What follows belongs to an exercise in optimizing a design on an open flow for small area and a short achievable clock period; a production flow would make more cautious choices. The RTL was checked by simulation tests, not by an equivalence proof against the original design.

==> flow/design.v (outline; a module is shown in full before it is edited, if it fits) <==
// module intt4point: 1269 lines
// module fa_m: 4 lines
// module ha_m: 4 lines
// module xn_m: 3 lines
// module or_m: 3 lines
module intt4point(
    input clk, rst,
    input [15:0] in0, in1, in2, in3,
    output [15:0] out0, out1, out2, out3
);
  // ...
==> flow/run.sh <==
#!/bin/bash
# synth_recipe.tcl (not shown) runs the flow's synth.tcl, then flattens the netlist and writes it again
# the make line also repeats each setting of config.mk as NAME=value (left out here)
make -C /OpenROAD-flow-scripts/flow DESIGN_CONFIG=/design/flow/config.mk WORK_HOME=/design/flow/orfs CLKGATE_MAP_FILE= SYNTH_SCRIPT=/design/flow/synth_recipe.tcl finish
==> flow/config.mk <==
export PLATFORM = sky130hd
export DESIGN_NAME = intt4point
export DESIGN_NICKNAME = intt4point
export VERILOG_FILES = /design/flow/design.v
export SDC_FILE = /design/flow/constraint.sdc
export NUM_CORES = 4
export LEC_CHECK = 0
export CAP_MARGIN = 20
export CORE_MARGIN = 2
export CORE_UTILIZATION = 40
export SLEW_MARGIN = 20
export SYNTH_HIERARCHICAL = 1
export SYNTH_MINIMUM_KEEP_SIZE = 0
==> flow/constraint.sdc <==
create_clock -name core_clock -period 110.0 [get_ports {clk}]
set_input_delay 22.0000 -clock core_clock [delete_from_list [all_inputs] [get_ports {clk}]]
set_output_delay 22.0000 -clock core_clock [all_outputs]
set_load 0.01 [all_outputs]
==> impl_metrics.yaml, run 1 <==
layout:
  clock_cell_area_share: 0.0123
  final_cell_mix: "292 x fa_1, 169 x inv_1, 128 x ha_1, 105 x xnor2_1, 104 x clkdlybuf4s50_1"
  buf_share: 0.0752
  nNonClkInverters: 169
  clkbuf_count: 5
  final_area_um2: 13900
  multi_input_area_um2: 10400
  nMultiInputCombCells: 862
  drive_gt1_frac: 0.0183
  seq-cell-share: 0.0806
synthesis:
  yosysSeqAreaShare: 0.0912
  synthCells: 1100
  synth.most_common_cell: "fa_1"
  synth-seq-cells: 56
  synth_area_leaders: "fa_1 48%, ha_1 13%, dfxtp_1 9.1%"
  synth-xor-area-share: 0.0855
sta:
  finalSetupViolCount: 0
routing:
  dr_wl_met3_mm: 1.18
  wl_per_cell_um: 16.9
  first_iter_violations: 371
grt:
  use_met3: 0.0191
  grt_pass1_vias: 8398
  grt_pass1_wl_mm: 44.2
setup_path:
  crit_family: "adder cells"
status:
  status: "no timing/DRC/antenna violations"
floorplanning:
  initial_utilization: 0.404
  chipHeight_um: 179
cts:
  cts_setup_buffers: 0
  cts_buffers: 5
place:
  placed_cell_area_um2: 13700
min_path:
  hold_depth: 2
==> run 2, diff against run 1 <==
==> flow/design.v (replaced) <==
module intt4point(
    input clk, rst,
    input [15:0] in0, in1, in2, in3,
    output [15:0] out0, out1, out2, out3
);
  wire [12:0] z0, z1, z2, z3;
  reg [14:0] rs0;
  reg [14:0] rs2;
  reg [13:0] rb;
  reg [13:0] rd;
  wire s1, c2;
  ha_m us1 (.a(in0[0]), .b(in2[0]), .s(s1), .co(c2));
  wire s3, c4;
  fa_m us3 (.a(in0[1]), .b(in2[1]), .c(c2), .s(s3), .co(c4));
  wire s5, c6;
  fa_m us5 (.a(in0[2]), .b(in2[2]), .c(c4), .s(s5), .co(c6));
  wire s7, c8;
  fa_m us7 (.a(in0[3]), .b(in2[3]), .c(c6), .s(s7), .co(c8));
  wire s9, c10;
  fa_m us9 (.a(in0[4]), .b(in2[4]), .c(c8), .s(s9), .co(c10));
  wire s11, c12;
  fa_m us11 (.a(in0[5]), .b(in2[5]), .c(c10), .s(s11), .co(c12));
  wire s13, c14;
  fa_m us13 (.a(in0[6]), .b(in2[6]), .c(c12), .s(s13), .co(c14));
  wire s15, c16;
  fa_m us15 (.a(in0[7]), .b(in2[7]), .c(c14), .s(s15), .co(c16));
  wire s17, c18;
  fa_m us17 (.a(in0[8]), .b(in2[8]), .c(c16), .s(s17), .co(c18));
  wire s19, c20;
  fa_m us19 (.a(in0[9]), .b(in2[9]), .c(c18), .s(s19), .co(c20));
  wire s21, c22;
  fa_m us21 (.a(in0[10]), .b(in2[10]), .c(c20), .s(s21), .co(c22));
  wire s23, c24;
  fa_m us23 (.a(in0[11]), .b(in2[11]), .c(c22), .s(s23), .co(c24));
  wire s25, c26;
  fa_m us25 (.a(in0[12]), .b(in2[12]), .c(c24), .s(s25), .co(c26));
  wire s27, c28;
  ha_m us27 (.a(in1[0]), .b(in3[0]), .s(s27), .co(c28));
  wire s29, c30;
  fa_m us29 (.a(in1[1]), .b(in3[1]), .c(c28), .s(s29), .co(c30));
  wire s31, c32;
  fa_m us31 (.a(in1[2]), .b(in3[2]), .c(c30), .s(s31), .co(c32));
  wire s33, c34;
  fa_m us33 (.a(in1[3]), .b(in3[3]), .c(c32), .s(s33), .co(c34));
  wire s35, c36;
  fa_m us35 (.a(in1[4]), .b(in3[4]), .c(c34), .s(s35), .co(c36));
  wire s37, c38;
  fa_m us37 (.a(in1[5]), .b(in3[5]), .c(c36), .s(s37), .co(c38));
  wire s39, c40;
  fa_m us39 (.a(in1[6]), .b(in3[6]), .c(c38), .s(s39), .co(c40));
  wire s41, c42;
  fa_m us41 (.a(in1[7]), .b(in3[7]), .c(c40), .s(s41), .co(c42));
  wire s43, c44;
  fa_m us43 (.a(in1[8]), .b(in3[8]), .c(c42), .s(s43), .co(c44));
  wire s45, c46;
  fa_m us45 (.a(in1[9]), .b(in3[9]), .c(c44), .s(s45), .co(c46));
  wire s47, c48;
  fa_m us47 (.a(in1[10]), .b(in3[10]), .c(c46), .s(s47), .co(c48));
  wire s49, c50;
  fa_m us49 (.a(in1[11]), .b(in3[11]), .c(c48), .s(s49), .co(c50));
  wire s51, c52;
  fa_m us51 (.a(in1[12]), .b(in3[12]), .c(c50), .s(s51), .co(c52));
  wire i53 = ~in2[1];
  wire s54, c55;
  ha_m us54 (.a(in0[1]), .b(i53), .s(s54), .co(c55));
  wire i56 = ~in2[2];
  wire s57, c58;
  ha_m us57 (.a(in0[2]), .b(i56), .s(s57), .co(c58));
  wire i59 = ~in2[3];
  wire s60, c61;
  ha_m us60 (.a(in0[3]), .b(i59), .s(s60), .co(c61));
  wire i62 = ~in2[4];
  wire s63, c64;
  ha_m us63 (.a(in0[4]), .b(i62), .s(s63), .co(c64));
  wire i65 = ~in2[5];
  wire s66, c67;
  ha_m us66 (.a(in0[5]), .b(i65), .s(s66), .co(c67));
  wire i68 = ~in2[6];
  wire s69, c70;
  ha_m us69 (.a(in0[6]), .b(i68), .s(s69), .co(c70));
  wire i71 = ~in2[7];
  wire s72, c73;
  ha_m us72 (.a(in0[7]), .b(i71), .s(s72), .co(c73));
  wire i74 = ~in2[8];
  wire s75, c76;
  ha_m us75 (.a(in0[8]), .b(i74), .s(s75), .co(c76));
  wire i77 = ~in2[9];
  wire s78, c79;
  ha_m us78 (.a(in0[9]), .b(i77), .s(s78), .co(c79));
  wire i80 = ~in2[10];
  wire s81, c82;
  ha_m us81 (.a(in0[10]), .b(i80), .s(s81), .co(c82));
  wire i83 = ~in2[11];
  wire s84, c85;
  ha_m us84 (.a(in0[11]), .b(i83), .s(s84), .co(c85));
  wire i86 = ~in2[12];
  wire s87, c88;
  ha_m us87 (.a(in0[12]), .b(i86), .s(s87), .co(c88));
  wire s89, c90;
  xn_m us89 (.a(in2[0]), .b(in0[0]), .y(s89));
  or_m uc90 (.a(in2[0]), .b(in0[0]), .y(c90));
  wire i91 = ~c90;
  wire s92, c93;
  fa_m us92 (.a(in0[0]), .b(s54), .c(i91), .s(s92), .co(c93));
  wire s94, c95;
  fa_m us94 (.a(c55), .b(s57), .c(c93), .s(s94), .co(c95));
  wire s96, c97;
  fa_m us96 (.a(c58), .b(s60), .c(c95), .s(s96), .co(c97));
  wire s98, c99;
  fa_m us98 (.a(c61), .b(s63), .c(c97), .s(s98), .co(c99));
  wire s100, c101;
  fa_m us100 (.a(c64), .b(s66), .c(c99), .s(s100), .co(c101));
  wire s102, c103;
  fa_m us102 (.a(c67), .b(s69), .c(c101), .s(s102), .co(c103));
  wire s104, c105;
  fa_m us104 (.a(c70), .b(s72), .c(c103), .s(s104), .co(c105));
  wire s106, c107;
  fa_m us106 (.a(c73), .b(s75), .c(c105), .s(s106), .co(c107));
  wire s108, c109;
  fa_m us108 (.a(c76), .b(s78), .c(c107), .s(s108), .co(c109));
  wire s110, c111;
  fa_m us110 (.a(c79), .b(s81), .c(c109), .s(s110), .co(c111));
  wire s112, c113;
  fa_m us112 (.a(c82), .b(s84), .c(c111), .s(s112), .co(c113));
  wire s114, c115;
  fa_m us114 (.a(c85), .b(s87), .c(c113), .s(s114), .co(c115));
  wire s116, c117;
  xn_m us116 (.a(c88), .b(c115), .y(s116));
  or_m uc117 (.a(c88), .b(c115), .y(c117));
  wire i118 = ~in3[1];
  wire s119, c120;
  ha_m us119 (.a(in1[1]), .b(i118), .s(s119), .co(c120));
  wire i121 = ~in3[2];
  wire s122, c123;
  ha_m us122 (.a(in1[2]), .b(i121), .s(s122), .co(c123));
  wire i124 = ~in3[3];
  wire s125, c126;
  ha_m us125 (.a(in1[3]), .b(i124), .s(s125), .co(c126));
  wire i127 = ~in3[4];
  wire s128, c129;
  ha_m us128 (.a(in1[4]), .b(i127), .s(s128), .co(c129));
  wire i130 = ~in3[5];
  wire s131, c132;
  ha_m us131 (.a(in1[5]), .b(i130), .s(s131), .co(c132));
  wire i133 = ~in3[6];
  wire s134, c135;
  ha_m us134 (.a(in1[6]), .b(i133), .s(s134), .co(c135));
  wire i136 = ~in3[7];
  wire s137, c138;
  ha_m us137 (.a(in1[7]), .b(i136), .s(s137), .co(c138));
  wire i139 = ~in3[8];
  wire s140, c141;
  ha_m us140 (.a(in1[8]), .b(i139), .s(s140), .co(c141));
  wire i142 = ~in3[9];
  wire s143, c144;
  ha_m us143 (.a(in1[9]), .b(i142), .s(s143), .co(c144));
  wire i145 = ~in3[10];
  wire s146, c147;
  ha_m us146 (.a(in1[10]), .b(i145), .s(s146), .co(c147));
  wire i148 = ~in3[11];
  wire s149, c150;
  ha_m us149 (.a(in1[11]), .b(i148), .s(s149), .co(c150));
  wire i151 = ~in3[12];
  wire s152, c153;
  ha_m us152 (.a(in1[12]), .b(i151), .s(s152), .co(c153));
  wire s154, c155;
  xn_m us154 (.a(in3[0]), .b(in1[0]), .y(s154));
  or_m uc155 (.a(in3[0]), .b(in1[0]), .y(c155));
  wire i156 = ~c155;
  wire s157, c158;
  fa_m us157 (.a(in1[0]), .b(s119), .c(i156), .s(s157), .co(c158));
  wire s159, c160;
  fa_m us159 (.a(c120), .b(s122), .c(c158), .s(s159), .co(c160));
  wire s161, c162;
  fa_m us161 (.a(c123), .b(s125), .c(c160), .s(s161), .co(c162));
  wire s163, c164;
  fa_m us163 (.a(c126), .b(s128), .c(c162), .s(s163), .co(c164));
  wire s165, c166;
  fa_m us165 (.a(c129), .b(s131), .c(c164), .s(s165), .co(c166));
  wire s167, c168;
  fa_m us167 (.a(c132), .b(s134), .c(c166), .s(s167), .co(c168));
  wire s169, c170;
  fa_m us169 (.a(c135), .b(s137), .c(c168), .s(s169), .co(c170));
  wire s171, c172;
  fa_m us171 (.a(c138), .b(s140), .c(c170), .s(s171), .co(c172));
  wire s173, c174;
  fa_m us173 (.a(c141), .b(s143), .c(c172), .s(s173), .co(c174));
  wire s175, c176;
  fa_m us175 (.a(c144), .b(s146), .c(c174), .s(s175), .co(c176));
  wire s177, c178;
  fa_m us177 (.a(c147), .b(s149), .c(c176), .s(s177), .co(c178));
  wire s179, c180;
  fa_m us179 (.a(c150), .b(s152), .c(c178), .s(s179), .co(c180));
  wire s181, c182;
  xn_m us181 (.a(c153), .b(c180), .y(s181));
  or_m uc182 (.a(c153), .b(c180), .y(c182));
  wire s183, c184;
  ha_m us183 (.a(s1), .b(s27), .s(s183), .co(c184));
  wire s185, c186;
  fa_m us185 (.a(s3), .b(s29), .c(c184), .s(s185), .co(c186));
  wire s187, c188;
  fa_m us187 (.a(s5), .b(s31), .c(c186), .s(s187), .co(c188));
  wire s189, c190;
  fa_m us189 (.a(s7), .b(s33), .c(c188), .s(s189), .co(c190));
  wire s191, c192;
  fa_m us191 (.a(s9), .b(s35), .c(c190), .s(s191), .co(c192));
  wire s193, c194;
  fa_m us193 (.a(s11), .b(s37), .c(c192), .s(s193), .co(c194));
  wire s195, c196;
  fa_m us195 (.a(s13), .b(s39), .c(c194), .s(s195), .co(c196));
  wire s197, c198;
  fa_m us197 (.a(s15), .b(s41), .c(c196), .s(s197), .co(c198));
  wire s199, c200;
  fa_m us199 (.a(s17), .b(s43), .c(c198), .s(s199), .co(c200));
  wire s201, c202;
  fa_m us201 (.a(s19), .b(s45), .c(c200), .s(s201), .co(c202));
  wire s203, c204;
  fa_m us203 (.a(s21), .b(s47), .c(c202), .s(s203), .co(c204));
  wire s205, c206;
  fa_m us205 (.a(s23), .b(s49), .c(c204), .s(s205), .co(c206));
  wire s207, c208;
  fa_m us207 (.a(s25), .b(s51), .c(c206), .s(s207), .co(c208));
  wire s209, c210;
  fa_m us209 (.a(c26), .b(c52), .c(c208), .s(s209), .co(c210));
  wire s211, c212;
  ha_m us211 (.a(s1), .b(s3), .s(s211), .co(c212));
  wire s213, c214;
  ha_m us213 (.a(c212), .b(s5), .s(s213), .co(c214));
  wire s215, c216;
  ha_m us215 (.a(c214), .b(s7), .s(s215), .co(c216));
  wire s217, c218;
  ha_m us217 (.a(c216), .b(s9), .s(s217), .co(c218));
  wire s219, c220;
  ha_m us219 (.a(c218), .b(s11), .s(s219), .co(c220));
  wire s221, c222;
  ha_m us221 (.a(c220), .b(s13), .s(s221), .co(c222));
  wire s223, c224;
  ha_m us223 (.a(c222), .b(s15), .s(s223), .co(c224));
  wire s225, c226;
  ha_m us225 (.a(c224), .b(s17), .s(s225), .co(c226));
  wire s227, c228;
  ha_m us227 (.a(c226), .b(s19), .s(s227), .co(c228));
  wire s229, c230;
  ha_m us229 (.a(c228), .b(s21), .s(s229), .co(c230));
  wire s231, c232;
  ha_m us231 (.a(c230), .b(s23), .s(s231), .co(c232));
  wire s233, c234;
  ha_m us233 (.a(c232), .b(s25), .s(s233), .co(c234));
  wire i235 = ~c52;
  wire s236, c237;
  ha_m us236 (.a(c26), .b(i235), .s(s236), .co(c237));
  wire s238, c239;
  xn_m us238 (.a(s27), .b(s1), .y(s238));
  or_m uc239 (.a(s27), .b(s1), .y(c239));
  wire i240 = ~s211;
  wire s241, c242;
  fa_m us241 (.a(s29), .b(i240), .c(c239), .s(s241), .co(c242));
  wire i243 = ~s213;
  wire s244, c245;
  fa_m us244 (.a(s31), .b(i243), .c(c242), .s(s244), .co(c245));
  wire i246 = ~s215;
  wire s247, c248;
  fa_m us247 (.a(s33), .b(i246), .c(c245), .s(s247), .co(c248));
  wire i249 = ~s217;
  wire s250, c251;
  fa_m us250 (.a(s35), .b(i249), .c(c248), .s(s250), .co(c251));
  wire i252 = ~s219;
  wire s253, c254;
  fa_m us253 (.a(s37), .b(i252), .c(c251), .s(s253), .co(c254));
  wire i255 = ~s221;
  wire s256, c257;
  fa_m us256 (.a(s39), .b(i255), .c(c254), .s(s256), .co(c257));
  wire i258 = ~s223;
  wire s259, c260;
  fa_m us259 (.a(s41), .b(i258), .c(c257), .s(s259), .co(c260));
  wire i261 = ~s225;
  wire s262, c263;
  fa_m us262 (.a(s43), .b(i261), .c(c260), .s(s262), .co(c263));
  wire i264 = ~s227;
  wire s265, c266;
  fa_m us265 (.a(s45), .b(i264), .c(c263), .s(s265), .co(c266));
  wire i267 = ~s229;
  wire s268, c269;
  fa_m us268 (.a(s47), .b(i267), .c(c266), .s(s268), .co(c269));
  wire i270 = ~s231;
  wire s271, c272;
  fa_m us271 (.a(s49), .b(i270), .c(c269), .s(s271), .co(c272));
  wire i273 = ~s233;
  wire s274, c275;
  fa_m us274 (.a(s51), .b(i273), .c(c272), .s(s274), .co(c275));
  wire i276 = ~c275;
  wire s277, c278;
  fa_m us277 (.a(c234), .b(s236), .c(i276), .s(s277), .co(c278));
  wire s279, c280;
  xn_m us279 (.a(c237), .b(c278), .y(s279));
  or_m uc280 (.a(c237), .b(c278), .y(c280));
  wire [14:0] rs0_d = {c210, s209, s207, s205, s203, s201, s199, s197, s195, s193, s191, s189, s187, s185, s183};
  wire i281 = ~s238;
  wire i282 = ~s241;
  wire i283 = ~s244;
  wire i284 = ~s247;
  wire i285 = ~s250;
  wire i286 = ~s253;
  wire i287 = ~s256;
  wire i288 = ~s259;
  wire i289 = ~s262;
  wire i290 = ~s265;
  wire i291 = ~s268;
  wire i292 = ~s271;
  wire i293 = ~s274;
  wire [14:0] rs2_d = {s279, s277, i293, i292, i291, i290, i289, i288, i287, i286, i285, i284, i283, i282, i281};
  wire i294 = ~s89;
  wire [13:0] rb_d = {s116, s114, s112, s110, s108, s106, s104, s102, s100, s98, s96, s94, s92, i294};
  wire i295 = ~s154;
  wire [13:0] rd_d = {s181, s179, s177, s175, s173, s171, s169, s167, s165, s163, s161, s159, s157, i295};
  wire i296 = ~rs0[1];
  wire s297, c298;
  ha_m us297 (.a(i296), .b(rs0[14]), .s(s297), .co(c298));
  wire s299, c300;
  ha_m us299 (.a(rs0[0]), .b(rs0[9]), .s(s299), .co(c300));
  wire s301, c302;
  fa_m us301 (.a(rs0[1]), .b(rs0[10]), .c(c300), .s(s301), .co(c302));
  wire s303, c304;
  ha_m us303 (.a(rs0[11]), .b(c302), .s(s303), .co(c304));
  wire s305, c306;
  ha_m us305 (.a(rs0[12]), .b(c304), .s(s305), .co(c306));
  wire s307, c308;
  fa_m us307 (.a(rs0[13]), .b(rs0[0]), .c(c306), .s(s307), .co(c308));
  wire i309 = ~rs0[0];
  wire s310, c311;
  fa_m us310 (.a(i309), .b(s297), .c(c308), .s(s310), .co(c311));
  wire s312, c313;
  xn_m us312 (.a(c298), .b(c311), .y(s312));
  or_m uc313 (.a(c298), .b(c311), .y(c313));
  wire [12:0] w314 = {s310, s307, s305, s303, s301, s299, rs0[8], rs0[7], rs0[6], rs0[5], rs0[4], rs0[3], rs0[2]};
  assign z0 = s312 ? w314 + 13'd7681 : w314;
  wire s315, c316;
  ha_m us315 (.a(rs2[1]), .b(rs2[14]), .s(s315), .co(c316));
  wire i317 = ~rs2[7];
  wire s318, c319;
  ha_m us318 (.a(i317), .b(rs2[5]), .s(s318), .co(c319));
  wire s320, c321;
  ha_m us320 (.a(rs2[2]), .b(rs2[8]), .s(s320), .co(c321));
  wire i322 = ~c316;
  wire s323, c324;
  fa_m us323 (.a(rs2[6]), .b(c319), .c(i322), .s(s323), .co(c324));
  wire s325, c326;
  fa_m us325 (.a(rs2[3]), .b(rs2[9]), .c(rs2[0]), .s(s325), .co(c326));
  wire s327, c328;
  fa_m us327 (.a(i317), .b(c321), .c(s325), .s(s327), .co(c328));
  wire s329, c330;
  fa_m us329 (.a(rs2[4]), .b(rs2[10]), .c(rs2[1]), .s(s329), .co(c330));
  wire i331 = ~rs2[8];
  wire s332, c333;
  fa_m us332 (.a(i331), .b(c326), .c(s329), .s(s332), .co(c333));
  wire s334, c335;
  fa_m us334 (.a(rs2[2]), .b(rs2[5]), .c(rs2[11]), .s(s334), .co(c335));
  wire i336 = ~c330;
  wire s337, c338;
  fa_m us337 (.a(rs2[0]), .b(rs2[9]), .c(i336), .s(s337), .co(c338));
  wire s339, c340;
  xn_m us339 (.a(s334), .b(c333), .y(s339));
  or_m uc340 (.a(s334), .b(c333), .y(c340));
  wire s341, c342;
  fa_m us341 (.a(rs2[3]), .b(rs2[6]), .c(rs2[12]), .s(s341), .co(c342));
  wire i343 = ~c335;
  wire s344, c345;
  fa_m us344 (.a(rs2[1]), .b(rs2[10]), .c(i343), .s(s344), .co(c345));
  wire i346 = ~s341;
  wire s347, c348;
  fa_m us347 (.a(i346), .b(c338), .c(s344), .s(s347), .co(c348));
  wire s349, c350;
  fa_m us349 (.a(rs2[2]), .b(rs2[11]), .c(rs2[0]), .s(s349), .co(c350));
  wire s351, c352;
  fa_m us351 (.a(rs2[4]), .b(rs2[7]), .c(rs2[13]), .s(s351), .co(c352));
  wire i353 = ~s349;
  wire s354, c355;
  fa_m us354 (.a(c342), .b(i353), .c(s351), .s(s354), .co(c355));
  wire i356 = ~s354;
  wire s357, c358;
  ha_m us357 (.a(c345), .b(i356), .s(s357), .co(c358));
  wire s359, c360;
  fa_m us359 (.a(rs2[3]), .b(rs2[12]), .c(rs2[1]), .s(s359), .co(c360));
  wire s361, c362;
  ha_m us361 (.a(rs2[5]), .b(rs2[8]), .s(s361), .co(c362));
  wire s363, c364;
  fa_m us363 (.a(rs2[14]), .b(c350), .c(s359), .s(s363), .co(c364));
  wire s365, c366;
  fa_m us365 (.a(c352), .b(s361), .c(c355), .s(s365), .co(c366));
  wire s367, c368;
  ha_m us367 (.a(s363), .b(c358), .s(s367), .co(c368));
  wire s369, c370;
  fa_m us369 (.a(rs2[0]), .b(rs2[9]), .c(rs2[0]), .s(s369), .co(c370));
  wire s371, c372;
  xn_m us371 (.a(rs2[2]), .b(rs2[4]), .y(s371));
  or_m uc372 (.a(rs2[2]), .b(rs2[4]), .y(c372));
  wire s373, c374;
  fa_m us373 (.a(rs2[13]), .b(c360), .c(s371), .s(s373), .co(c374));
  wire s375, c376;
  fa_m us375 (.a(rs2[6]), .b(c362), .c(s369), .s(s375), .co(c376));
  wire i377 = ~s375;
  wire s378, c379;
  fa_m us378 (.a(c364), .b(s373), .c(i377), .s(s378), .co(c379));
  wire i380 = ~c366;
  wire s381, c382;
  ha_m us381 (.a(i380), .b(s378), .s(s381), .co(c382));
  wire i383 = ~rs2[3];
  wire s384, c385;
  fa_m us384 (.a(rs2[1]), .b(rs2[10]), .c(i383), .s(s384), .co(c385));
  wire i386 = ~c372;
  wire s387, c388;
  fa_m us387 (.a(c370), .b(i386), .c(s384), .s(s387), .co(c388));
  wire i389 = ~c374;
  wire s390, c391;
  fa_m us390 (.a(i389), .b(c376), .c(s387), .s(s390), .co(c391));
  wire i392 = ~s390;
  wire s393, c394;
  ha_m us393 (.a(c379), .b(i392), .s(s393), .co(c394));
  wire i395 = ~rs2[4];
  wire s396, c397;
  fa_m us396 (.a(rs2[2]), .b(rs2[11]), .c(i395), .s(s396), .co(c397));
  wire s398, c399;
  fa_m us398 (.a(c385), .b(s396), .c(c388), .s(s398), .co(c399));
  wire s400, c401;
  xn_m us400 (.a(c391), .b(s398), .y(s400));
  or_m uc401 (.a(c391), .b(s398), .y(c401));
  wire i402 = ~rs2[5];
  wire s403, c404;
  fa_m us403 (.a(rs2[3]), .b(rs2[12]), .c(i402), .s(s403), .co(c404));
  wire s405, c406;
  fa_m us405 (.a(c397), .b(s403), .c(c399), .s(s405), .co(c406));
  wire i407 = ~rs2[0];
  wire s408, c409;
  fa_m us408 (.a(i407), .b(rs2[4]), .c(rs2[13]), .s(s408), .co(c409));
  wire i410 = ~rs2[6];
  wire s411, c412;
  fa_m us411 (.a(i410), .b(c404), .c(s408), .s(s411), .co(c412));
  wire i413 = ~s365;
  wire s414, c415;
  ha_m us414 (.a(c348), .b(i413), .s(s414), .co(c415));
  wire s416, c417;
  ha_m us416 (.a(c368), .b(c415), .s(s416), .co(c417));
  wire s418, c419;
  fa_m us418 (.a(s318), .b(c382), .c(s393), .s(s418), .co(c419));
  wire i420 = ~s315;
  wire s421, c422;
  ha_m us421 (.a(i420), .b(c417), .s(s421), .co(c422));
  wire i423 = ~s320;
  wire s424, c425;
  fa_m us424 (.a(i423), .b(s323), .c(c394), .s(s424), .co(c425));
  wire s426, c427;
  fa_m us426 (.a(c422), .b(c419), .c(s424), .s(s426), .co(c427));
  wire i428 = ~c324;
  wire s429, c430;
  fa_m us429 (.a(i428), .b(s327), .c(c401), .s(s429), .co(c430));
  wire i431 = ~c425;
  wire s432, c433;
  fa_m us432 (.a(s405), .b(i431), .c(s429), .s(s432), .co(c433));
  wire s434, c435;
  fa_m us434 (.a(c328), .b(s332), .c(s411), .s(s434), .co(c435));
  wire s436, c437;
  fa_m us436 (.a(s434), .b(c406), .c(c430), .s(s436), .co(c437));
  wire s438, c439;
  fa_m us438 (.a(s318), .b(c409), .c(i420), .s(s438), .co(c439));
  wire i440 = ~s337;
  wire s441, c442;
  fa_m us441 (.a(i440), .b(c412), .c(s438), .s(s441), .co(c442));
  wire s443, c444;
  fa_m us443 (.a(s339), .b(c435), .c(s441), .s(s443), .co(c444));
  wire i445 = ~s323;
  wire s446, c447;
  xn_m us446 (.a(s320), .b(i445), .y(s446));
  or_m uc447 (.a(s320), .b(i445), .y(c447));
  wire i448 = ~s446;
  wire s449, c450;
  fa_m us449 (.a(c439), .b(c442), .c(i448), .s(s449), .co(c450));
  wire s451, c452;
  fa_m us451 (.a(i428), .b(s327), .c(c447), .s(s451), .co(c452));
  wire s453, c454;
  xn_m us453 (.a(c328), .b(s332), .y(s453));
  or_m uc454 (.a(c328), .b(s332), .y(c454));
  wire s455, c456;
  xn_m us455 (.a(i440), .b(s339), .y(s455));
  or_m uc456 (.a(i440), .b(s339), .y(c456));
  wire i457 = ~c340;
  wire s458, c459;
  ha_m us458 (.a(i457), .b(s347), .s(s458), .co(c459));
  wire i460 = ~c348;
  wire s461, c462;
  fa_m us461 (.a(s357), .b(i460), .c(c459), .s(s461), .co(c462));
  wire s463, c464;
  fa_m us463 (.a(s367), .b(s414), .c(c462), .s(s463), .co(c464));
  wire s465, c466;
  fa_m us465 (.a(s381), .b(s416), .c(c464), .s(s465), .co(c466));
  wire s467, c468;
  fa_m us467 (.a(s418), .b(s421), .c(c466), .s(s467), .co(c468));
  wire i469 = ~s400;
  wire s470, c471;
  fa_m us470 (.a(i469), .b(s426), .c(c468), .s(s470), .co(c471));
  wire i472 = ~s432;
  wire s473, c474;
  fa_m us473 (.a(c427), .b(i472), .c(c471), .s(s473), .co(c474));
  wire i475 = ~c474;
  wire s476, c477;
  fa_m us476 (.a(c433), .b(s436), .c(i475), .s(s476), .co(c477));
  wire s478, c479;
  fa_m us478 (.a(c437), .b(s443), .c(c477), .s(s478), .co(c479));
  wire s480, c481;
  fa_m us480 (.a(c444), .b(s449), .c(c479), .s(s480), .co(c481));
  wire i482 = ~s451;
  wire s483, c484;
  fa_m us483 (.a(c450), .b(i482), .c(c481), .s(s483), .co(c484));
  wire i485 = ~c484;
  wire s486, c487;
  fa_m us486 (.a(c452), .b(s453), .c(i485), .s(s486), .co(c487));
  wire s488, c489;
  fa_m us488 (.a(c454), .b(s455), .c(c487), .s(s488), .co(c489));
  wire s490, c491;
  xn_m us490 (.a(c456), .b(c489), .y(s490));
  or_m uc491 (.a(c456), .b(c489), .y(c491));
  wire [14:0] w492 = {~c491, s490, s488, s486, ~s483, ~s480, ~s478, ~s476, s473, s470, s467, s465, s463, s461, s458};
  wire n493 = c491 & (w492[13:0] >= 14'd7681);
  wire n494 = ~c491 | n493;
  wire i495 = ~s476;
  wire i496 = ~s478;
  wire i497 = ~s480;
  wire i498 = ~s483;
  wire [12:0] w499 = {s488, s486, i498, i497, i496, i495, s473, s470, s467, s465, s463, s461, s458};
  wire i500 = ~c491;
  assign z2 = i500 ? w499 + 13'd7681 : (n493 ? w499 + 13'd511 : w499);
  wire s501, c502;
  ha_m us501 (.a(rb[4]), .b(rb[0]), .s(s501), .co(c502));
  wire i503 = ~rd[7];
  wire s504, c505;
  fa_m us504 (.a(rb[5]), .b(rb[1]), .c(i503), .s(s504), .co(c505));
  wire s506, c507;
  ha_m us506 (.a(rb[6]), .b(rb[2]), .s(s506), .co(c507));
  wire s508, c509;
  fa_m us508 (.a(rb[0]), .b(c505), .c(s506), .s(s508), .co(c509));
  wire s510, c511;
  fa_m us510 (.a(rb[7]), .b(rb[3]), .c(rb[1]), .s(s510), .co(c511));
  wire i512 = ~c507;
  wire s513, c514;
  fa_m us513 (.a(rd[9]), .b(rd[0]), .c(i512), .s(s513), .co(c514));
  wire s515, c516;
  xn_m us515 (.a(s510), .b(c509), .y(s515));
  or_m uc516 (.a(s510), .b(c509), .y(c516));
  wire s517, c518;
  fa_m us517 (.a(rb[8]), .b(rb[4]), .c(rb[2]), .s(s517), .co(c518));
  wire i519 = ~c511;
  wire s520, c521;
  fa_m us520 (.a(rd[10]), .b(rd[1]), .c(i519), .s(s520), .co(c521));
  wire i522 = ~s517;
  wire s523, c524;
  fa_m us523 (.a(i522), .b(c514), .c(s520), .s(s523), .co(c524));
  wire s525, c526;
  fa_m us525 (.a(rb[0]), .b(rb[9]), .c(rb[5]), .s(s525), .co(c526));
  wire i527 = ~rb[3];
  wire s528, c529;
  fa_m us528 (.a(rd[2]), .b(i527), .c(rd[11]), .s(s528), .co(c529));
  wire s530, c531;
  fa_m us530 (.a(rd[0]), .b(c518), .c(s525), .s(s530), .co(c531));
  wire i532 = ~s530;
  wire s533, c534;
  fa_m us533 (.a(s528), .b(c521), .c(i532), .s(s533), .co(c534));
  wire s535, c536;
  fa_m us535 (.a(rb[1]), .b(rb[10]), .c(rb[6]), .s(s535), .co(c536));
  wire s537, c538;
  fa_m us537 (.a(rb[4]), .b(rb[0]), .c(rd[1]), .s(s537), .co(c538));
  wire s539, c540;
  fa_m us539 (.a(rd[3]), .b(rd[12]), .c(c529), .s(s539), .co(c540));
  wire s541, c542;
  fa_m us541 (.a(c526), .b(s535), .c(s537), .s(s541), .co(c542));
  wire i543 = ~s539;
  wire s544, c545;
  fa_m us544 (.a(c531), .b(i543), .c(s541), .s(s544), .co(c545));
  wire s546, c547;
  fa_m us546 (.a(rb[2]), .b(rb[11]), .c(rb[7]), .s(s546), .co(c547));
  wire s548, c549;
  fa_m us548 (.a(rb[5]), .b(rb[1]), .c(rd[13]), .s(s548), .co(c549));
  wire i550 = ~rd[2];
  wire s551, c552;
  xn_m us551 (.a(rd[4]), .b(i550), .y(s551));
  or_m uc552 (.a(rd[4]), .b(i550), .y(c552));
  wire s553, c554;
  fa_m us553 (.a(rd[0]), .b(c536), .c(c538), .s(s553), .co(c554));
  wire i555 = ~s551;
  wire s556, c557;
  fa_m us556 (.a(s546), .b(s548), .c(i555), .s(s556), .co(c557));
  wire s558, c559;
  fa_m us558 (.a(c542), .b(s553), .c(s556), .s(s558), .co(c559));
  wire i560 = ~c545;
  wire s561, c562;
  ha_m us561 (.a(c540), .b(i560), .s(s561), .co(c562));
  wire s563, c564;
  fa_m us563 (.a(rb[12]), .b(rb[8]), .c(rb[6]), .s(s563), .co(c564));
  wire s565, c566;
  fa_m us565 (.a(rb[2]), .b(rd[3]), .c(rd[1]), .s(s565), .co(c566));
  wire s567, c568;
  fa_m us567 (.a(c547), .b(c549), .c(s563), .s(s567), .co(c568));
  wire s569, c570;
  fa_m us569 (.a(s565), .b(c554), .c(c557), .s(s569), .co(c570));
  wire s571, c572;
  fa_m us571 (.a(s567), .b(c559), .c(s569), .s(s571), .co(c572));
  wire s573, c574;
  ha_m us573 (.a(c552), .b(c562), .s(s573), .co(c574));
  wire s575, c576;
  fa_m us575 (.a(rd[2]), .b(rb[9]), .c(rb[7]), .s(s575), .co(c576));
  wire s577, c578;
  xn_m us577 (.a(rb[0]), .b(rb[13]), .y(s577));
  or_m uc578 (.a(rb[0]), .b(rb[13]), .y(c578));
  wire s579, c580;
  fa_m us579 (.a(rb[3]), .b(rd[4]), .c(c564), .s(s579), .co(c580));
  wire i581 = ~s577;
  wire s582, c583;
  fa_m us582 (.a(c566), .b(s575), .c(i581), .s(s582), .co(c583));
  wire s584, c585;
  fa_m us584 (.a(c568), .b(s579), .c(s582), .s(s584), .co(c585));
  wire s586, c587;
  fa_m us586 (.a(c570), .b(s584), .c(c572), .s(s586), .co(c587));
  wire s588, c589;
  fa_m us588 (.a(rd[3]), .b(rb[10]), .c(rb[8]), .s(s588), .co(c589));
  wire i590 = ~rb[4];
  wire s591, c592;
  xn_m us591 (.a(rb[1]), .b(i590), .y(s591));
  or_m uc592 (.a(rb[1]), .b(i590), .y(c592));
  wire s593, c594;
  fa_m us593 (.a(rd[5]), .b(c576), .c(s588), .s(s593), .co(c594));
  wire s595, c596;
  fa_m us595 (.a(c580), .b(c583), .c(s593), .s(s595), .co(c596));
  wire i597 = ~c585;
  wire s598, c599;
  fa_m us598 (.a(c578), .b(s591), .c(i597), .s(s598), .co(c599));
  wire i600 = ~s595;
  wire s601, c602;
  ha_m us601 (.a(i600), .b(s598), .s(s601), .co(c602));
  wire s603, c604;
  fa_m us603 (.a(rd[4]), .b(rb[11]), .c(rb[9]), .s(s603), .co(c604));
  wire i605 = ~rb[5];
  wire s606, c607;
  xn_m us606 (.a(rb[2]), .b(i605), .y(s606));
  or_m uc607 (.a(rb[2]), .b(i605), .y(c607));
  wire s608, c609;
  fa_m us608 (.a(rd[6]), .b(c589), .c(s603), .s(s608), .co(c609));
  wire i610 = ~c594;
  wire s611, c612;
  fa_m us611 (.a(c592), .b(s606), .c(i610), .s(s611), .co(c612));
  wire i613 = ~s611;
  wire s614, c615;
  fa_m us614 (.a(s608), .b(c596), .c(i613), .s(s614), .co(c615));
  wire i616 = ~s614;
  wire s617, c618;
  ha_m us617 (.a(c599), .b(i616), .s(s617), .co(c618));
  wire s619, c620;
  ha_m us619 (.a(rb[12]), .b(rb[10]), .s(s619), .co(c620));
  wire s621, c622;
  fa_m us621 (.a(rb[6]), .b(rd[7]), .c(c604), .s(s621), .co(c622));
  wire s623, c624;
  fa_m us623 (.a(s619), .b(c609), .c(s621), .s(s623), .co(c624));
  wire i625 = ~s623;
  wire s626, c627;
  fa_m us626 (.a(c607), .b(c612), .c(i625), .s(s626), .co(c627));
  wire i628 = ~c615;
  wire s629, c630;
  ha_m us629 (.a(i628), .b(s626), .s(s629), .co(c630));
  wire i631 = ~rb[11];
  wire s632, c633;
  xn_m us632 (.a(rb[13]), .b(i631), .y(s632));
  or_m uc633 (.a(rb[13]), .b(i631), .y(c633));
  wire s634, c635;
  fa_m us634 (.a(rb[7]), .b(rd[8]), .c(c620), .s(s634), .co(c635));
  wire i636 = ~s632;
  wire s637, c638;
  fa_m us637 (.a(i636), .b(c622), .c(s634), .s(s637), .co(c638));
  wire i639 = ~c627;
  wire s640, c641;
  fa_m us640 (.a(c624), .b(s637), .c(i639), .s(s640), .co(c641));
  wire s642, c643;
  fa_m us642 (.a(rb[12]), .b(rb[8]), .c(rd[9]), .s(s642), .co(c643));
  wire i644 = ~c633;
  wire s645, c646;
  fa_m us645 (.a(i644), .b(s642), .c(c635), .s(s645), .co(c646));
  wire s647, c648;
  xn_m us647 (.a(c638), .b(s645), .y(s647));
  or_m uc648 (.a(c638), .b(s645), .y(c648));
  wire i649 = ~rb[13];
  wire s650, c651;
  fa_m us650 (.a(i649), .b(rb[9]), .c(rd[10]), .s(s650), .co(c651));
  wire s652, c653;
  fa_m us652 (.a(c643), .b(s650), .c(c646), .s(s652), .co(c653));
  wire s654, c655;
  ha_m us654 (.a(rb[10]), .b(rd[11]), .s(s654), .co(c655));
  wire s656, c657;
  xn_m us656 (.a(c651), .b(s654), .y(s656));
  or_m uc657 (.a(c651), .b(s654), .y(c657));
  wire s658, c659;
  ha_m us658 (.a(rb[11]), .b(rd[12]), .s(s658), .co(c659));
  wire s660, c661;
  xn_m us660 (.a(c655), .b(s658), .y(s660));
  or_m uc661 (.a(c655), .b(s658), .y(c661));
  wire i662 = ~rd[13];
  wire s663, c664;
  fa_m us663 (.a(rb[12]), .b(i662), .c(c659), .s(s663), .co(c664));
  wire s665, c666;
  ha_m us665 (.a(i527), .b(rd[5]), .s(s665), .co(c666));
  wire i667 = ~s501;
  wire s668, c669;
  fa_m us668 (.a(rd[6]), .b(i667), .c(c666), .s(s668), .co(c669));
  wire i670 = ~c669;
  wire s671, c672;
  fa_m us671 (.a(c502), .b(s504), .c(i670), .s(s671), .co(c672));
  wire i673 = ~rd[8];
  wire s674, c675;
  fa_m us674 (.a(i673), .b(s508), .c(c672), .s(s674), .co(c675));
  wire i676 = ~s513;
  wire s677, c678;
  fa_m us677 (.a(i676), .b(s515), .c(c675), .s(s677), .co(c678));
  wire i679 = ~s523;
  wire s680, c681;
  fa_m us680 (.a(c516), .b(i679), .c(c678), .s(s680), .co(c681));
  wire i682 = ~c681;
  wire s683, c684;
  fa_m us683 (.a(c524), .b(s533), .c(i682), .s(s683), .co(c684));
  wire i685 = ~s544;
  wire s686, c687;
  fa_m us686 (.a(c534), .b(i685), .c(c684), .s(s686), .co(c687));
  wire i688 = ~s558;
  wire s689, c690;
  xn_m us689 (.a(i688), .b(s561), .y(s689));
  or_m uc690 (.a(i688), .b(s561), .y(c690));
  wire i691 = ~s571;
  wire s692, c693;
  fa_m us692 (.a(s665), .b(i691), .c(s573), .s(s692), .co(c693));
  wire s694, c695;
  fa_m us694 (.a(s668), .b(c574), .c(c693), .s(s694), .co(c695));
  wire i696 = ~s601;
  wire s697, c698;
  fa_m us697 (.a(s671), .b(i696), .c(c587), .s(s697), .co(c698));
  wire i699 = ~s674;
  wire s700, c701;
  fa_m us700 (.a(i699), .b(c602), .c(s617), .s(s700), .co(c701));
  wire i702 = ~s665;
  wire s703, c704;
  xn_m us703 (.a(i702), .b(c618), .y(s703));
  or_m uc704 (.a(i702), .b(c618), .y(c704));
  wire s705, c706;
  fa_m us705 (.a(s629), .b(c701), .c(s703), .s(s705), .co(c706));
  wire i707 = ~c630;
  wire s708, c709;
  fa_m us708 (.a(s668), .b(i707), .c(s640), .s(s708), .co(c709));
  wire i710 = ~c704;
  wire s711, c712;
  fa_m us711 (.a(i710), .b(s680), .c(s708), .s(s711), .co(c712));
  wire i713 = ~s671;
  wire s714, c715;
  fa_m us714 (.a(i713), .b(s647), .c(c641), .s(s714), .co(c715));
  wire s716, c717;
  fa_m us716 (.a(c709), .b(s714), .c(c712), .s(s716), .co(c717));
  wire s718, c719;
  fa_m us718 (.a(c648), .b(s652), .c(i699), .s(s718), .co(c719));
  wire s720, c721;
  fa_m us720 (.a(s718), .b(c715), .c(c717), .s(s720), .co(c721));
  wire s722, c723;
  ha_m us722 (.a(s656), .b(c653), .s(s722), .co(c723));
  wire i724 = ~s677;
  wire s725, c726;
  fa_m us725 (.a(s722), .b(i724), .c(c719), .s(s725), .co(c726));
  wire s727, c728;
  ha_m us727 (.a(c657), .b(s660), .s(s727), .co(c728));
  wire s729, c730;
  fa_m us729 (.a(s727), .b(c723), .c(c726), .s(s729), .co(c730));
  wire s731, c732;
  ha_m us731 (.a(c661), .b(s663), .s(s731), .co(c732));
  wire s733, c734;
  fa_m us733 (.a(c728), .b(s731), .c(s683), .s(s733), .co(c734));
  wire i735 = ~c664;
  wire s736, c737;
  xn_m us736 (.a(rb[13]), .b(i735), .y(s736));
  or_m uc737 (.a(rb[13]), .b(i735), .y(c737));
  wire s738, c739;
  fa_m us738 (.a(c732), .b(s686), .c(c734), .s(s738), .co(c739));
  wire s740, c741;
  ha_m us740 (.a(c687), .b(s689), .s(s740), .co(c741));
  wire s742, c743;
  fa_m us742 (.a(c690), .b(s692), .c(c741), .s(s742), .co(c743));
  wire i744 = ~s586;
  wire s745, c746;
  fa_m us745 (.a(i744), .b(s694), .c(c743), .s(s745), .co(c746));
  wire i747 = ~s697;
  wire s748, c749;
  fa_m us748 (.a(c695), .b(i747), .c(c746), .s(s748), .co(c749));
  wire i750 = ~c698;
  wire s751, c752;
  fa_m us751 (.a(i750), .b(s700), .c(c749), .s(s751), .co(c752));
  wire s753, c754;
  fa_m us753 (.a(i724), .b(s705), .c(c752), .s(s753), .co(c754));
  wire i755 = ~s711;
  wire s756, c757;
  fa_m us756 (.a(c706), .b(i755), .c(c754), .s(s756), .co(c757));
  wire i758 = ~s716;
  wire s759, c760;
  fa_m us759 (.a(s683), .b(i758), .c(c757), .s(s759), .co(c760));
  wire i761 = ~s720;
  wire s762, c763;
  fa_m us762 (.a(s686), .b(i761), .c(c760), .s(s762), .co(c763));
  wire i764 = ~c763;
  wire s765, c766;
  fa_m us765 (.a(c721), .b(s725), .c(i764), .s(s765), .co(c766));
  wire i767 = ~s680;
  wire s768, c769;
  fa_m us768 (.a(i767), .b(s729), .c(c766), .s(s768), .co(c769));
  wire s770, c771;
  fa_m us770 (.a(c730), .b(s733), .c(c769), .s(s770), .co(c771));
  wire i772 = ~s736;
  wire s773, c774;
  fa_m us773 (.a(i772), .b(s738), .c(c771), .s(s773), .co(c774));
  wire i775 = ~c737;
  wire s776, c777;
  fa_m us776 (.a(i775), .b(c739), .c(c774), .s(s776), .co(c777));
  wire [14:0] w778 = {c777, ~s776, ~s773, ~s770, ~s768, ~s765, s762, s759, s756, s753, s751, s748, s745, s742, s740};
  wire i779 = ~c777;
  wire n780 = i779 & (w778[13:0] >= 14'd7681);
  wire n781 = c777 | n780;
  wire i782 = ~s765;
  wire i783 = ~s768;
  wire i784 = ~s770;
  wire i785 = ~s773;
  wire [12:0] w786 = {i785, i784, i783, i782, s762, s759, s756, s753, s751, s748, s745, s742, s740};
  assign z1 = c777 ? w786 + 13'd7681 : (n780 ? w786 + 13'd511 : w786);
  wire i787 = ~rd[4];
  wire s788, c789;
  xn_m us788 (.a(rb[6]), .b(i787), .y(s788));
  or_m uc789 (.a(rb[6]), .b(i787), .y(c789));
  wire i790 = ~rb[7];
  wire s791, c792;
  fa_m us791 (.a(i790), .b(rd[5]), .c(rd[1]), .s(s791), .co(c792));
  wire i793 = ~rd[6];
  wire s794, c795;
  xn_m us794 (.a(rb[8]), .b(i793), .y(s794));
  or_m uc795 (.a(rb[8]), .b(i793), .y(c795));
  wire s796, c797;
  fa_m us796 (.a(rd[2]), .b(rd[0]), .c(c792), .s(s796), .co(c797));
  wire s798, c799;
  fa_m us798 (.a(rd[7]), .b(rd[3]), .c(rd[1]), .s(s798), .co(c799));
  wire s800, c801;
  fa_m us800 (.a(rb[0]), .b(rb[9]), .c(c795), .s(s800), .co(c801));
  wire s802, c803;
  xn_m us802 (.a(s798), .b(c797), .y(s802));
  or_m uc803 (.a(s798), .b(c797), .y(c803));
  wire s804, c805;
  fa_m us804 (.a(rd[8]), .b(rd[4]), .c(rd[2]), .s(s804), .co(c805));
  wire i806 = ~c799;
  wire s807, c808;
  fa_m us807 (.a(rb[1]), .b(rb[10]), .c(i806), .s(s807), .co(c808));
  wire i809 = ~s804;
  wire s810, c811;
  fa_m us810 (.a(i809), .b(c801), .c(s807), .s(s810), .co(c811));
  wire s812, c813;
  fa_m us812 (.a(rd[0]), .b(rb[0]), .c(rd[9]), .s(s812), .co(c813));
  wire i814 = ~rd[5];
  wire s815, c816;
  fa_m us815 (.a(rb[2]), .b(rb[11]), .c(i814), .s(s815), .co(c816));
  wire s817, c818;
  fa_m us817 (.a(rd[3]), .b(c805), .c(s812), .s(s817), .co(c818));
  wire i819 = ~s817;
  wire s820, c821;
  fa_m us820 (.a(s815), .b(c808), .c(i819), .s(s820), .co(c821));
  wire s822, c823;
  fa_m us822 (.a(rd[1]), .b(rb[1]), .c(rd[10]), .s(s822), .co(c823));
  wire s824, c825;
  fa_m us824 (.a(rd[6]), .b(rd[4]), .c(rd[0]), .s(s824), .co(c825));
  wire s826, c827;
  fa_m us826 (.a(rb[3]), .b(rb[12]), .c(c816), .s(s826), .co(c827));
  wire s828, c829;
  fa_m us828 (.a(c813), .b(s822), .c(s824), .s(s828), .co(c829));
  wire i830 = ~s826;
  wire s831, c832;
  fa_m us831 (.a(c818), .b(i830), .c(s828), .s(s831), .co(c832));
  wire s833, c834;
  fa_m us833 (.a(rb[0]), .b(rb[13]), .c(rb[2]), .s(s833), .co(c834));
  wire s835, c836;
  fa_m us835 (.a(rd[11]), .b(rd[7]), .c(rd[5]), .s(s835), .co(c836));
  wire i837 = ~rd[1];
  wire s838, c839;
  xn_m us838 (.a(i837), .b(rb[4]), .y(s838));
  or_m uc839 (.a(i837), .b(rb[4]), .y(c839));
  wire s840, c841;
  fa_m us840 (.a(rd[2]), .b(c823), .c(c825), .s(s840), .co(c841));
  wire i842 = ~s838;
  wire s843, c844;
  fa_m us843 (.a(s833), .b(s835), .c(i842), .s(s843), .co(c844));
  wire s845, c846;
  fa_m us845 (.a(c829), .b(s840), .c(s843), .s(s845), .co(c846));
  wire i847 = ~c832;
  wire s848, c849;
  ha_m us848 (.a(c827), .b(i847), .s(s848), .co(c849));
  wire s850, c851;
  fa_m us850 (.a(rb[1]), .b(rb[3]), .c(rd[12]), .s(s850), .co(c851));
  wire s852, c853;
  fa_m us852 (.a(rd[8]), .b(rd[6]), .c(rd[2]), .s(s852), .co(c853));
  wire s854, c855;
  fa_m us854 (.a(c834), .b(c836), .c(s850), .s(s854), .co(c855));
  wire s856, c857;
  fa_m us856 (.a(s852), .b(c841), .c(c844), .s(s856), .co(c857));
  wire s858, c859;
  fa_m us858 (.a(s854), .b(c846), .c(s856), .s(s858), .co(c859));
  wire s860, c861;
  ha_m us860 (.a(c839), .b(c849), .s(s860), .co(c861));
  wire s862, c863;
  fa_m us862 (.a(rb[2]), .b(rb[4]), .c(rd[9]), .s(s862), .co(c863));
  wire s864, c865;
  xn_m us864 (.a(rd[0]), .b(rd[13]), .y(s864));
  or_m uc865 (.a(rd[0]), .b(rd[13]), .y(c865));
  wire s866, c867;
  fa_m us866 (.a(rd[7]), .b(rd[3]), .c(c851), .s(s866), .co(c867));
  wire i868 = ~s864;
  wire s869, c870;
  fa_m us869 (.a(c853), .b(s862), .c(i868), .s(s869), .co(c870));
  wire s871, c872;
  fa_m us871 (.a(c855), .b(s866), .c(s869), .s(s871), .co(c872));
  wire s873, c874;
  fa_m us873 (.a(c857), .b(s871), .c(c859), .s(s873), .co(c874));
  wire s875, c876;
  fa_m us875 (.a(rb[3]), .b(rb[5]), .c(rd[10]), .s(s875), .co(c876));
  wire s877, c878;
  xn_m us877 (.a(rd[1]), .b(i673), .y(s877));
  or_m uc878 (.a(rd[1]), .b(i673), .y(c878));
  wire s879, c880;
  fa_m us879 (.a(rd[4]), .b(c863), .c(s875), .s(s879), .co(c880));
  wire s881, c882;
  fa_m us881 (.a(c867), .b(c870), .c(s879), .s(s881), .co(c882));
  wire i883 = ~c872;
  wire s884, c885;
  fa_m us884 (.a(c865), .b(s877), .c(i883), .s(s884), .co(c885));
  wire i886 = ~s881;
  wire s887, c888;
  ha_m us887 (.a(i886), .b(s884), .s(s887), .co(c888));
  wire s889, c890;
  fa_m us889 (.a(rb[4]), .b(rb[6]), .c(rd[11]), .s(s889), .co(c890));
  wire i891 = ~rd[9];
  wire s892, c893;
  xn_m us892 (.a(rd[2]), .b(i891), .y(s892));
  or_m uc893 (.a(rd[2]), .b(i891), .y(c893));
  wire s894, c895;
  fa_m us894 (.a(rd[5]), .b(c876), .c(s889), .s(s894), .co(c895));
  wire i896 = ~c880;
  wire s897, c898;
  fa_m us897 (.a(c878), .b(s892), .c(i896), .s(s897), .co(c898));
  wire i899 = ~s897;
  wire s900, c901;
  fa_m us900 (.a(s894), .b(c882), .c(i899), .s(s900), .co(c901));
  wire i902 = ~s900;
  wire s903, c904;
  ha_m us903 (.a(c885), .b(i902), .s(s903), .co(c904));
  wire s905, c906;
  ha_m us905 (.a(rb[7]), .b(rd[12]), .s(s905), .co(c906));
  wire s907, c908;
  fa_m us907 (.a(rd[10]), .b(rd[6]), .c(c890), .s(s907), .co(c908));
  wire s909, c910;
  fa_m us909 (.a(s905), .b(c895), .c(s907), .s(s909), .co(c910));
  wire i911 = ~s909;
  wire s912, c913;
  fa_m us912 (.a(c893), .b(c898), .c(i911), .s(s912), .co(c913));
  wire i914 = ~c901;
  wire s915, c916;
  ha_m us915 (.a(i914), .b(s912), .s(s915), .co(c916));
  wire i917 = ~rb[8];
  wire s918, c919;
  xn_m us918 (.a(i917), .b(rd[13]), .y(s918));
  or_m uc919 (.a(i917), .b(rd[13]), .y(c919));
  wire s920, c921;
  fa_m us920 (.a(rd[11]), .b(rd[7]), .c(c906), .s(s920), .co(c921));
  wire i922 = ~s918;
  wire s923, c924;
  fa_m us923 (.a(i922), .b(c908), .c(s920), .s(s923), .co(c924));
  wire i925 = ~c913;
  wire s926, c927;
  fa_m us926 (.a(c910), .b(s923), .c(i925), .s(s926), .co(c927));
  wire s928, c929;
  fa_m us928 (.a(rb[9]), .b(rd[12]), .c(rd[8]), .s(s928), .co(c929));
  wire i930 = ~c919;
  wire s931, c932;
  fa_m us931 (.a(i930), .b(s928), .c(c921), .s(s931), .co(c932));
  wire s933, c934;
  xn_m us933 (.a(c924), .b(s931), .y(s933));
  or_m uc934 (.a(c924), .b(s931), .y(c934));
  wire s935, c936;
  fa_m us935 (.a(rb[10]), .b(i662), .c(rd[9]), .s(s935), .co(c936));
  wire s937, c938;
  fa_m us937 (.a(c929), .b(s935), .c(c932), .s(s937), .co(c938));
  wire s939, c940;
  ha_m us939 (.a(rb[11]), .b(rd[10]), .s(s939), .co(c940));
  wire s941, c942;
  xn_m us941 (.a(c936), .b(s939), .y(s941));
  or_m uc942 (.a(c936), .b(s939), .y(c942));
  wire s943, c944;
  ha_m us943 (.a(rb[12]), .b(rd[11]), .s(s943), .co(c944));
  wire s945, c946;
  xn_m us945 (.a(c940), .b(s943), .y(s945));
  or_m uc946 (.a(c940), .b(s943), .y(c946));
  wire s947, c948;
  fa_m us947 (.a(i649), .b(rd[12]), .c(c944), .s(s947), .co(c948));
  wire i949 = ~rd[3];
  wire s950, c951;
  ha_m us950 (.a(rb[5]), .b(i949), .s(s950), .co(c951));
  wire i952 = ~rd[0];
  wire s953, c954;
  fa_m us953 (.a(i952), .b(s788), .c(c951), .s(s953), .co(c954));
  wire i955 = ~s791;
  wire s956, c957;
  fa_m us956 (.a(c789), .b(i955), .c(c954), .s(s956), .co(c957));
  wire i958 = ~s796;
  wire s959, c960;
  fa_m us959 (.a(s794), .b(i958), .c(c957), .s(s959), .co(c960));
  wire i961 = ~s802;
  wire s962, c963;
  fa_m us962 (.a(s800), .b(i961), .c(c960), .s(s962), .co(c963));
  wire i964 = ~c803;
  wire s965, c966;
  fa_m us965 (.a(i964), .b(s810), .c(c963), .s(s965), .co(c966));
  wire s967, c968;
  fa_m us967 (.a(c811), .b(s820), .c(c966), .s(s967), .co(c968));
  wire i969 = ~s831;
  wire s970, c971;
  fa_m us970 (.a(c821), .b(i969), .c(c968), .s(s970), .co(c971));
  wire i972 = ~s845;
  wire s973, c974;
  xn_m us973 (.a(i972), .b(s848), .y(s973));
  or_m uc974 (.a(i972), .b(s848), .y(c974));
  wire i975 = ~s858;
  wire s976, c977;
  fa_m us976 (.a(s950), .b(i975), .c(s860), .s(s976), .co(c977));
  wire s978, c979;
  fa_m us978 (.a(s953), .b(c861), .c(c977), .s(s978), .co(c979));
  wire i980 = ~c874;
  wire s981, c982;
  fa_m us981 (.a(s956), .b(s887), .c(i980), .s(s981), .co(c982));
  wire s983, c984;
  fa_m us983 (.a(s959), .b(c888), .c(s903), .s(s983), .co(c984));
  wire i985 = ~s950;
  wire s986, c987;
  xn_m us986 (.a(i985), .b(c904), .y(s986));
  or_m uc987 (.a(i985), .b(c904), .y(c987));
  wire s988, c989;
  fa_m us988 (.a(s915), .b(s962), .c(c984), .s(s988), .co(c989));
  wire i990 = ~c916;
  wire s991, c992;
  fa_m us991 (.a(s953), .b(i990), .c(s926), .s(s991), .co(c992));
  wire i993 = ~s991;
  wire s994, c995;
  fa_m us994 (.a(c987), .b(s965), .c(i993), .s(s994), .co(c995));
  wire s996, c997;
  fa_m us996 (.a(s956), .b(s933), .c(c927), .s(s996), .co(c997));
  wire i998 = ~s967;
  wire s999, c1000;
  fa_m us999 (.a(c992), .b(s996), .c(i998), .s(s999), .co(c1000));
  wire s1001, c1002;
  fa_m us1001 (.a(c934), .b(s937), .c(s959), .s(s1001), .co(c1002));
  wire s1003, c1004;
  fa_m us1003 (.a(s1001), .b(c997), .c(c1000), .s(s1003), .co(c1004));
  wire s1005, c1006;
  ha_m us1005 (.a(s941), .b(c938), .s(s1005), .co(c1006));
  wire s1007, c1008;
  fa_m us1007 (.a(s1005), .b(s962), .c(c1002), .s(s1007), .co(c1008));
  wire s1009, c1010;
  ha_m us1009 (.a(c942), .b(s945), .s(s1009), .co(c1010));
  wire s1011, c1012;
  fa_m us1011 (.a(s1009), .b(c1006), .c(s965), .s(s1011), .co(c1012));
  wire s1013, c1014;
  ha_m us1013 (.a(c946), .b(s947), .s(s1013), .co(c1014));
  wire s1015, c1016;
  fa_m us1015 (.a(c1010), .b(s1013), .c(s967), .s(s1015), .co(c1016));
  wire i1017 = ~c948;
  wire s1018, c1019;
  xn_m us1018 (.a(rd[13]), .b(i1017), .y(s1018));
  or_m uc1019 (.a(rd[13]), .b(i1017), .y(c1019));
  wire s1020, c1021;
  fa_m us1020 (.a(c1014), .b(s970), .c(c1016), .s(s1020), .co(c1021));
  wire s1022, c1023;
  ha_m us1022 (.a(c971), .b(s973), .s(s1022), .co(c1023));
  wire s1024, c1025;
  fa_m us1024 (.a(c974), .b(s976), .c(c1023), .s(s1024), .co(c1025));
  wire i1026 = ~s873;
  wire s1027, c1028;
  fa_m us1027 (.a(i1026), .b(s978), .c(c1025), .s(s1027), .co(c1028));
  wire s1029, c1030;
  fa_m us1029 (.a(c979), .b(s981), .c(c1028), .s(s1029), .co(c1030));
  wire s1031, c1032;
  fa_m us1031 (.a(c982), .b(s983), .c(c1030), .s(s1031), .co(c1032));
  wire s1033, c1034;
  fa_m us1033 (.a(s986), .b(s988), .c(c1032), .s(s1033), .co(c1034));
  wire s1035, c1036;
  fa_m us1035 (.a(c989), .b(s994), .c(c1034), .s(s1035), .co(c1036));
  wire i1037 = ~s999;
  wire s1038, c1039;
  fa_m us1038 (.a(c995), .b(i1037), .c(c1036), .s(s1038), .co(c1039));
  wire i1040 = ~s1003;
  wire s1041, c1042;
  fa_m us1041 (.a(s970), .b(i1040), .c(c1039), .s(s1041), .co(c1042));
  wire i1043 = ~c1042;
  wire s1044, c1045;
  fa_m us1044 (.a(c1004), .b(s1007), .c(i1043), .s(s1044), .co(c1045));
  wire s1046, c1047;
  fa_m us1046 (.a(c1008), .b(s1011), .c(c1045), .s(s1046), .co(c1047));
  wire s1048, c1049;
  fa_m us1048 (.a(c1012), .b(s1015), .c(c1047), .s(s1048), .co(c1049));
  wire i1050 = ~s1018;
  wire s1051, c1052;
  fa_m us1051 (.a(i1050), .b(s1020), .c(c1049), .s(s1051), .co(c1052));
  wire i1053 = ~c1019;
  wire s1054, c1055;
  fa_m us1054 (.a(i1053), .b(c1021), .c(c1052), .s(s1054), .co(c1055));
  wire [14:0] w1056 = {c1055, ~s1054, ~s1051, ~s1048, ~s1046, ~s1044, s1041, s1038, s1035, s1033, s1031, s1029, s1027, s1024, s1022};
  wire i1057 = ~c1055;
  wire n1058 = i1057 & (w1056[13:0] >= 14'd7681);
  wire n1059 = c1055 | n1058;
  wire i1060 = ~s1044;
  wire i1061 = ~s1046;
  wire i1062 = ~s1048;
  wire i1063 = ~s1051;
  wire [12:0] w1064 = {i1063, i1062, i1061, i1060, s1041, s1038, s1035, s1033, s1031, s1029, s1027, s1024, s1022};
  assign z3 = c1055 ? w1064 + 13'd7681 : (n1058 ? w1064 + 13'd511 : w1064);
  always @(posedge clk) begin
    if (rst) begin
      rs0 <= 15'd0;
      rs2 <= 15'd0;
      rb <= 14'd0;
      rd <= 14'd0;
    end else begin
      rs0 <= rs0_d;
      rs2 <= rs2_d;
      rb <= rb_d;
      rd <= rd_d;
    end
  end
  assign out0 = {3'b000, z0};
  assign out1 = {3'b000, z1};
  assign out2 = {3'b000, z2};
  assign out3 = {3'b000, z3};
endmodule
module fa_m(input a, b, c, output s, co);
  assign s = a ^ b ^ c;
  assign co = (a & b) | (a & c) | (b & c);
endmodule
module ha_m(input a, b, output s, co);
  assign s = a ^ b;
  assign co = a & b;
endmodule
module xn_m(input a, b, output y);
  assign y = ~(a ^ b);
endmodule
module or_m(input a, b, output y);
  assign y = a | b;
endmodule
==> impl_metrics.yaml, run 2 <==
status:
  status: "no timing/DRC/antenna violations"
floorplanning:
  core_um2: 28700
  initial_utilization: 0.407
  rows: 62
  die_w_um: 175
  die_area_um2: 30600
  boundaryPins: 130
  chipHeight_um: 175
place:
  placed_cell_area_um2: 13100
  io_buffers: 105
  dpl.hpwl_mm: 22.7
  place_ws_ps: 77880
  finalWeightedCongestion: 0.837
cts:
  path_clk_slew_ps: 60
  htree_num_levels: 3
  cts_setup_buffers: 0
  cts_resized: 0
  cts_sinks: 58
  ctsRootBufferMaster: "clkbuf_16"
  cts_buffer_depth: 2
  cts_tree: "yes"
  ctsHoldBuffers: 0
  cts_buffers: 9
sta:
  fin_ws_ps: 77590
  maxSlewHeadroom: 0.319
  finalSetupViolCount: 0
  period_needed_ps: 32410
  finalCritPeriodShare: 0.295
  finalHoldViolCount: 0
  fmax_mhz: 30.9
  hold_slack_ps: 22310
  fin_tns_setup_ps: 0
  worstMarginPinSlew_ps: 1020
  rsz0062_at_grt: "no"
  drv_slew: 0
layout:
  syn_to_final_growth_pct: 14.9
  final_cell_mix: "300 x fa_1, 184 x inv_1, 104 x clkdlybuf4s50_1, 94 x ha_1, 64 x xnor2_1"
  nets: 1591
  drive_gt1_frac: 0.0317
  mostFrequentLayoutCell: "fa_1"
  diodes: 0
  top_regs: "rs0 (15), rs2 (15)"
  final_area_um2: 13400
synthesis:
  synth_edf_count: 0
  avgSynthCellArea_um2: 11.3
  synthCells: 1037
  netlist_area_um2: 11700
  synth_area_leader_cell: "fa_1"
  synth_area_leaders: "fa_1 51%, ha_1 10%, dfxtp_1 9.9%"
  yosysSeqAreaShare: 0.0995
  synthDominantCellAreaShare: 0.515
  synthArstFlopShare: 0
  yosysWarnings: 7
  synth-seq-cells: 58
  synth.distinct_cells: 59
  synth_flop_cell: "dfxtp_1"
  synth.most_common_cell: "fa_1"
  ys_top_cells_by_count: "300 x fa_1, 184 x inv_1, 94 x ha_1"
setup_path:
  cp.arrival_ps: 10410
  critPathMaxFanout: 7
  cp_common_cell: "fa_1"
  critPathRequiredTime_ps: 88000
  cp-startpoint: "rd[3]"
  max_stage_delay_ps: 710
  end_kind: "output pin"
  startpoint_type: "register"
  critical_path.endpoint: "out3[11]"
  crit_type: "register to output pin"
  cp_slowest_cell: "dfxtp_1"
grt:
  grt_pass1_vias: 8216
  grt_usage: 0.176
  grt_max_degree: 59
  antenna_found_initial: 0
  grt_overflow_total: 0
  grt_pass1_wl_mm: 41.7
routing:
  first_pass_iters: 5
  drtAntennaViolNets: 0
  route.detailed.drc: 0
  wl_per_cell_um: 16.6
  first_iter_violations: 293
  via_per_inst: 4.83
  vias: 7344
  wirelength_mm: 25.2
flow_run:
  drv_cap: 0
min_path:
  hp-class: "input pin to register"
-- run 2: cell count changes in the layout (fill, tap and decap cells not counted), moves of 8 or more --
cell     delta
a21oi_1    -10
or2_1      -33
ha_1       -34
nand2_1    +11
inv_1      +15
nor2_1     +11
xor2_1      +9
nor2b_1     -9
xnor2_1    -41
fa_1        +8
-- run 2: layout make-up --
cell class	count	area [um2]
flip-flops and latches	58	1160
clock buffers	9	225
inverters	184	691
clock inverters	7	125
fillers	2700	15300
well taps	384	480
repair buffers	105	1050
multi-input cells	773	9680
-- run 2: cells by family (layout without fill, tap and decap cells) --
group / Yosys count / count (layout) / synth area share
flip-flops: 58 / 58 / 0.0995
AND/OR/NAND/NOR: 219 / 219 / 0.105
XOR/XNOR: 88 / 88 / 0.0660
buffers and inverters: 217 / 305 / 0.0746
adder cells (fa/ha/maj): 394 / 394 / 0.615
multiplexers: 5 / 5 / 0.00461
other: 1 / 12 / 0.000321
AO/OA/AOI/OAI: 55 / 55 / 0.0344
-- run 2: how the worst min path moves through the flow --
stage               slack [ps]  cells past startpoint      end   start
floorplan                22150                      2    rb[0]  in2[0]
global placement         22670                      2  rs2[11]     rst
detailed placement       22670                      2   rs2[8]     rst
CTS                      22330                      2  rs2[11]     rst
global route             22390                      2  rs2[11]     rst
finish                   22310                      2  rs2[11]     rst
-- run 2: stage by stage --
stage	instances	util
after floorplan	1048	-
after global placement	1504	0.455
after detailed placement	1504	0.455
after CTS	1520	0.467
after global routing	1520	0.467
final	1520	0.467
-- run 2: per-layer routing --
layer  wire length, um  global-route usage
met4               233              0.0236
met2             13600               0.322
met1             10200               0.223
met3              1220              0.0307
met5                 0                   0
-- run 2: critical path, delay by kind of cell, from the launching register on --
| kind | cells | cell delay, ps |
|---|---|---|
| AOI/OAI and AO/OA | 3 | 1050 |
| adders and majority gates | 21 | 7280 |
| and+or+nand+nor | 1 | 160 |
| xor gates and xnor gates | 1 | 140 |
| DFF | 1 | 710 |
| buffers and inverters | 3 | 730 |
-- run 2: Yosys stat by module, one instance, submodules excluded --
module | cell area, um2 | times used | cells inside
intt4point | 4040 | 1 | 577
fa_m | 20.0 | 300 | 1
ha_m | 12.5 | 84 | 1
xn_m | 8.76 | 40 | 1
or_m | 6.26 | 36 | 1

-- port drivers added, routing unchanged --
How much do the figures lean on ideal ports? The routed layouts below were timed once more, with nothing changed but the port constraints.
Step 1: set_driving_cell puts a clkbuf_16 on clk and a buf_2 on each other input, an assumption about the parent block.
Step 2 moves the port delays by t, midway between the first and last clock arrival at a register: inputs arrive t later, outputs are due t later. That takes back most of the time a late clock gives input paths.
Slacks: ideal ports / drivers / drivers and shift; pairs: ideal ports / drivers.
| run | shift t [ns] | slack for setup (ns) | worst register clock-pin slew, ns |
|---|---|---|---|
| run 1 | 0.328 | 74.626 / 74.592 / 74.920 | 0.08 / 0.08 |
| run 2 | 0.357 | 77.588 / 77.552 / 77.909 | 0.06 / 0.06 |
After both steps every run listed still meets setup and hold.
